Source: an optimization exercise on an open RTL-to-GDS flow (aim: small area). Production flows keep margins and buffers that such runs may drop.
Where RTL was checked, it was by simulation tests only, not by an equivalence proof against the original.
No activity file was given, so power comes from the tool's default toggle rates.

Setup of v6:
Design lightcube8_top, start of the top module:
module lightcube8_top #(parameter FRAME_GEN_CLK_DIV = 14, parameter SCAN_CLK_DIV = 14)
(
    input wire clk,
    input wire resetn,
    input wire [15:0] switch,
    output wire [15:0] led,
    output wire [7 :0] num_csn,
    output wire [6 :0] num_a_g,
    input wire rx,
    output wire tx,
    output wire [7:0] high_csn,
    output wire [7:0] row,
    output wire [7:0] row_cs
);
    wire rst = ~resetn;
    assign led = switch;
    assign tx  = 1'b1;
    wire sel_uart   = switch[15:14] == 2'b11;
    wire sel_gen    = switch[15:14] == 2'b10;
    wire sel_static = ~switch[15];
    reg rx_delay;
    always @(posedge clk) rx_delay <= rst ? 1'b1 : rx;
    wire rx_neg_edge = ~rx & rx_delay;
    wire byte_valid;
    reg  rx_en;
    always @(posedge clk) begin
        if (rst)        rx_en <= 1'b0;
        else if (rx_en) rx_en <= ~byte_valid;
        else            rx_en <= rx_neg_edge;
    end
    reg [9:0] bcount;
    reg       flag_start_bit;
    wire sample1 = flag_start_bit && bcount == 10'b0100000010;
  ...
Settings: LEC_CHECK=0, CAP_MARGIN=40, CORE_MARGIN=2, CORE_UTILIZATION=60, CTS_BUF_LIST=sky130_fd_sc_hd__clkbuf_8, CTS_CLUSTER_DIAMETER=60, CTS_CLUSTER_SIZE=20, SLEW_MARGIN=40, SYNTH_MEMORY_MAX_BITS=8192; clock period 10.0 ns.
standard.sh (not shown) runs the stock make flow with config.mk's settings and CLKGATE_MAP_FILE= SYNTH_SCRIPT=/design/flow/synth_recipe.tcl, a recipe that flattens the netlist after the stock synthesis.
==> flow/flow/run.sh <==
#!/bin/bash
# Standard layout, with clock-tree synthesis told not to add dummy loads and
# the port buffers made of the smallest buffer cell.
set -euo pipefail
export CTS_ARGS="-sink_clustering_enable -repair_clock_nets -dont_use_dummy_load -buf_list sky130_fd_sc_hd__clkbuf_8 -sink_clustering_size 20 -sink_clustering_max_diameter 60"
export BUFFER_PORTS_ARGS="-buffer_cell sky130_fd_sc_hd__buf_1"
bash standard.sh > standard_flow.log 2>&1
> inputs changed (v6 -> v7)
diff --git a/flow/design.v b/flow/design.v
--- a/flow/design.v
+++ b/flow/design.v
@@ -140,20 +140,21 @@
         dlo  <= rst | sync ? 8'd0 : {dlo[6:0], dfb};
         srow <= rst | sync ? 6'd0 : srow_inc;
     end
     wire [5:0] srow_inc;
     lc_inc #(6) srow_adder (.a(srow), .ci(dlast), .s(srow_inc));
     wire scan_step = ~(rst | sync) & dlast;
     assign high_csn = ~(8'd1 << srow[5:3]);
     assign row_cs   =  (8'd1 << srow[2:0]);
     reg [5:0] phi;
-    wire phi_fb = ~(phi[5] ^ phi[4]) & ~(&phi[4:0]);
-    always @(posedge clk) phi <= {phi[4:0], phi_fb};
+    wire [5:0] phi_inc;
+    lc_inc #(6) phi_adder (.a(phi), .ci(1'b1), .s(phi_inc));
+    always @(posedge clk) phi <= (phi == 6'd62) ? 6'd0 : phi_inc;
     wire wbank   = ~ptr;
     wire slot_in = have_bit & (phi == bc1);
     wire r0_in   = have_bit & (bc1 == 6'd63);
     wire refresh = phi == srow;
     wire load_cur = scan_step & (srow != 6'd63);
     wire [7:0] r0_0, r0_1, cur_0, cur_1;
     lc_bank bank0 (
         .clk(clk), .we(wbank == 1'b0), .slot_in(slot_in), .r0_in(r0_in),
         .bit_idx(bit_idx), .pbit(pbit), .refresh(refresh), .load_cur(load_cur),
--- outcome ---
- Changes observed in v7 relative to v6: worst setup slack picked up an extra 0.21 ns; fraction of the mapped netlist area in compound gates lost 0.25 points; growth of design area from synthesis to finish picked up an extra 0.21 points; sequential share of layout area picked up an extra 0.33 points; parity-gate share of the synthesized area counting xor and xnor cells neither gained nor lost much.
- v6 and v7 ended up with roughly the same total power.
- The end point of the critical path comes out frame_cnt[31]$_SDFF_PN0_ in one run and frame_cnt[30]$_SDFF_PN0_ in the other, namely in v6 and v7 respectively.
Function not checked in v6: the RTL went through the layout flow alone.

--- another note on this design; it stands on its own ---

==> v5 <==
Design lightcube8_top, start of the top module:
module lightcube8_top #(parameter FRAME_GEN_CLK_DIV = 14, parameter SCAN_CLK_DIV = 14)
(
    input wire clk,
    input wire resetn,
    input wire [15:0] switch,
    output wire [15:0] led,
    output wire [7 :0] num_csn,
    output wire [6 :0] num_a_g,
    input wire rx,
    output wire tx,
    output wire [7:0] high_csn,
    output wire [7:0] row,
    output wire [7:0] row_cs
);
    wire rst = ~resetn;
    assign led = switch;
    assign tx  = 1'b1;
    wire sel_uart   = switch[15:14] == 2'b11;
    wire sel_gen    = switch[15:14] == 2'b10;
    wire sel_static = ~switch[15];
    reg rx_delay;
    always @(posedge clk) rx_delay <= rst ? 1'b1 : rx;
    wire rx_neg_edge = ~rx & rx_delay;
    wire byte_valid;
    reg  rx_en;
    always @(posedge clk) begin
        if (rst)        rx_en <= 1'b0;
        else if (rx_en) rx_en <= ~byte_valid;
        else            rx_en <= rx_neg_edge;
    end
    localparam BAUD_DIV = 868;
    reg [9:0] bcount;
    reg       flag_start_bit;
    wire sample1 = flag_start_bit && bcount == (BAUD_DIV >> 1);
    wire sample2 = bcount == BAUD_DIV;
    always @(posedge clk) begin
        if (rx_en) begin
            if (sample1) begin
                bcount <= 0;
                flag_start_bit <= 1'b0;
            end else if (sample2) begin
                bcount <= 0;
            end else begin
                bcount <= bcount + 1'b1;
            end
        end else begin
            bcount <= 0;
            flag_start_bit <= 1'b1;
        end
    end
    wire rx_valid = sample1 | sample2;
    reg [3:0] rx_cnt;
    assign byte_valid = rx_valid && rx_cnt == 4'd9;
    always @(posedge clk)
        rx_cnt <= rst | byte_valid ? 4'd0 :
                  rx_valid         ? rx_cnt + 1'b1 : rx_cnt;
  ...
Settings: LEC_CHECK=0, CAP_MARGIN=40, CORE_MARGIN=2, CORE_UTILIZATION=40, SLEW_MARGIN=40, SYNTH_MEMORY_MAX_BITS=8192; clock period 10.0 ns.
run.sh (not shown) runs the stock make flow with config.mk's settings and CLKGATE_MAP_FILE= SYNTH_SCRIPT=/design/flow/synth_recipe.tcl, a recipe that flattens the netlist after the stock synthesis.
==> v27 (differences from v5) <==
--- a/flow/config.mk
+++ b/flow/config.mk
@@ -9,3 +9,6 @@
 export CORE_MARGIN = 2
-export CORE_UTILIZATION = 40
+export CORE_UTILIZATION = 65
+export CTS_BUF_LIST = sky130_fd_sc_hd__clkbuf_8
+export CTS_CLUSTER_DIAMETER = 30
+export CTS_CLUSTER_SIZE = 25
 export SLEW_MARGIN = 40
==> results.txt <==
| metric | v5 | v27 |
|---|---|---|
| Share of cell area taken by multi-input logic gates | 0.143 | 0.147 |
| R2R setup slack | 7.27 ns | 7.30 ns |
| Via count of the first global-routing pass | 14434 | 14465 |
| Placed cell count | 3048 | 2677 |
| Launch instance of the worst min-delay path | bank1.col[7].rg[2]$_DFF_P_ | bank1.col[2].rg[17]$_DFF_P_ |
| Result of the run | finished clean | finished clean |
| Peak clock frequency supported by timing | 188 MHz | 189 MHz |
| Vias | 14302 | 14520 |
| Antenna cells | 0 | 1 |
| Critical path depth in cells | 8 | 6 |
| Well tap count | 969 | 600 |
| Core footprint | 0.0744 mm2 | 0.0456 mm2 |
| Wire length on met1 | 21200 um | 22000 um |
| Switching portion of total power | 0.195 | 0.215 |
| Routed length per placed instance | 13.3 um | 15.0 um |
| Total Power Consumption | 9110 uW | 8570 uW |
| Routed wl met2 | 19100 um | 18700 um |
| P&R area growth vs syn | 17.4% | 14.1% |
| Critical Path AT | 3.32 ns | 3.30 ns |
| Non-clock buffering overhead in the final layout | 0.0180 | 0.0187 |
| Clock input transition at the sequential cells of the worst setup and hold paths | 0.06 ns | 0.09 ns |
| Number of buffers added by the clock tree synthesis step | 102 | 137 |
| Met3 Resource Use GR | 0.0285 | 0.0567 |
| Global-route total usage across every layer | 0.113 | 0.193 |
| Share of the cycle needed by the critical path after routing | 0.532 | 0.530 |
| Endpoint of the worst setup timing path | row[5] | row[0] |

==> port drivers added, routing unchanged <==
The flow's constraints put no driver on any port. The routed layouts listed below were extracted and timed again, unchanged, in two steps.
Step 1: set_driving_cell puts a clkbuf_16 on clk and a buf_2 on each other input, an assumption about the parent block.
Step 2 times the ports against the registers' clock, not the clock port: input delays grow and output delays shrink by t, the midpoint of the rising clock arrivals with the driver on.
a / b / c = no drivers / after step 1 / after step 2; a / b = the first two.
run	t, ns	setup slack, ns	hold WS [ns]
v6	0.678	1.761 / 1.788 / 1.110	0.252 / 0.252 / 0.252
v7	0.671	1.973 / 2.005 / 1.333	0.287 / 0.287 / 0.287
v5	0.695	4.678 / 4.622 / 4.650	0.297 / 0.297 / 0.297
v27	0.820	4.701 / 4.648 / 4.675	0.302 / 0.302 / 0.302
After both steps setup and hold are still met in every run listed. The setup slack of v6, which loses most, moves by +0.027 ns with the drivers and by -0.651 ns with both steps.
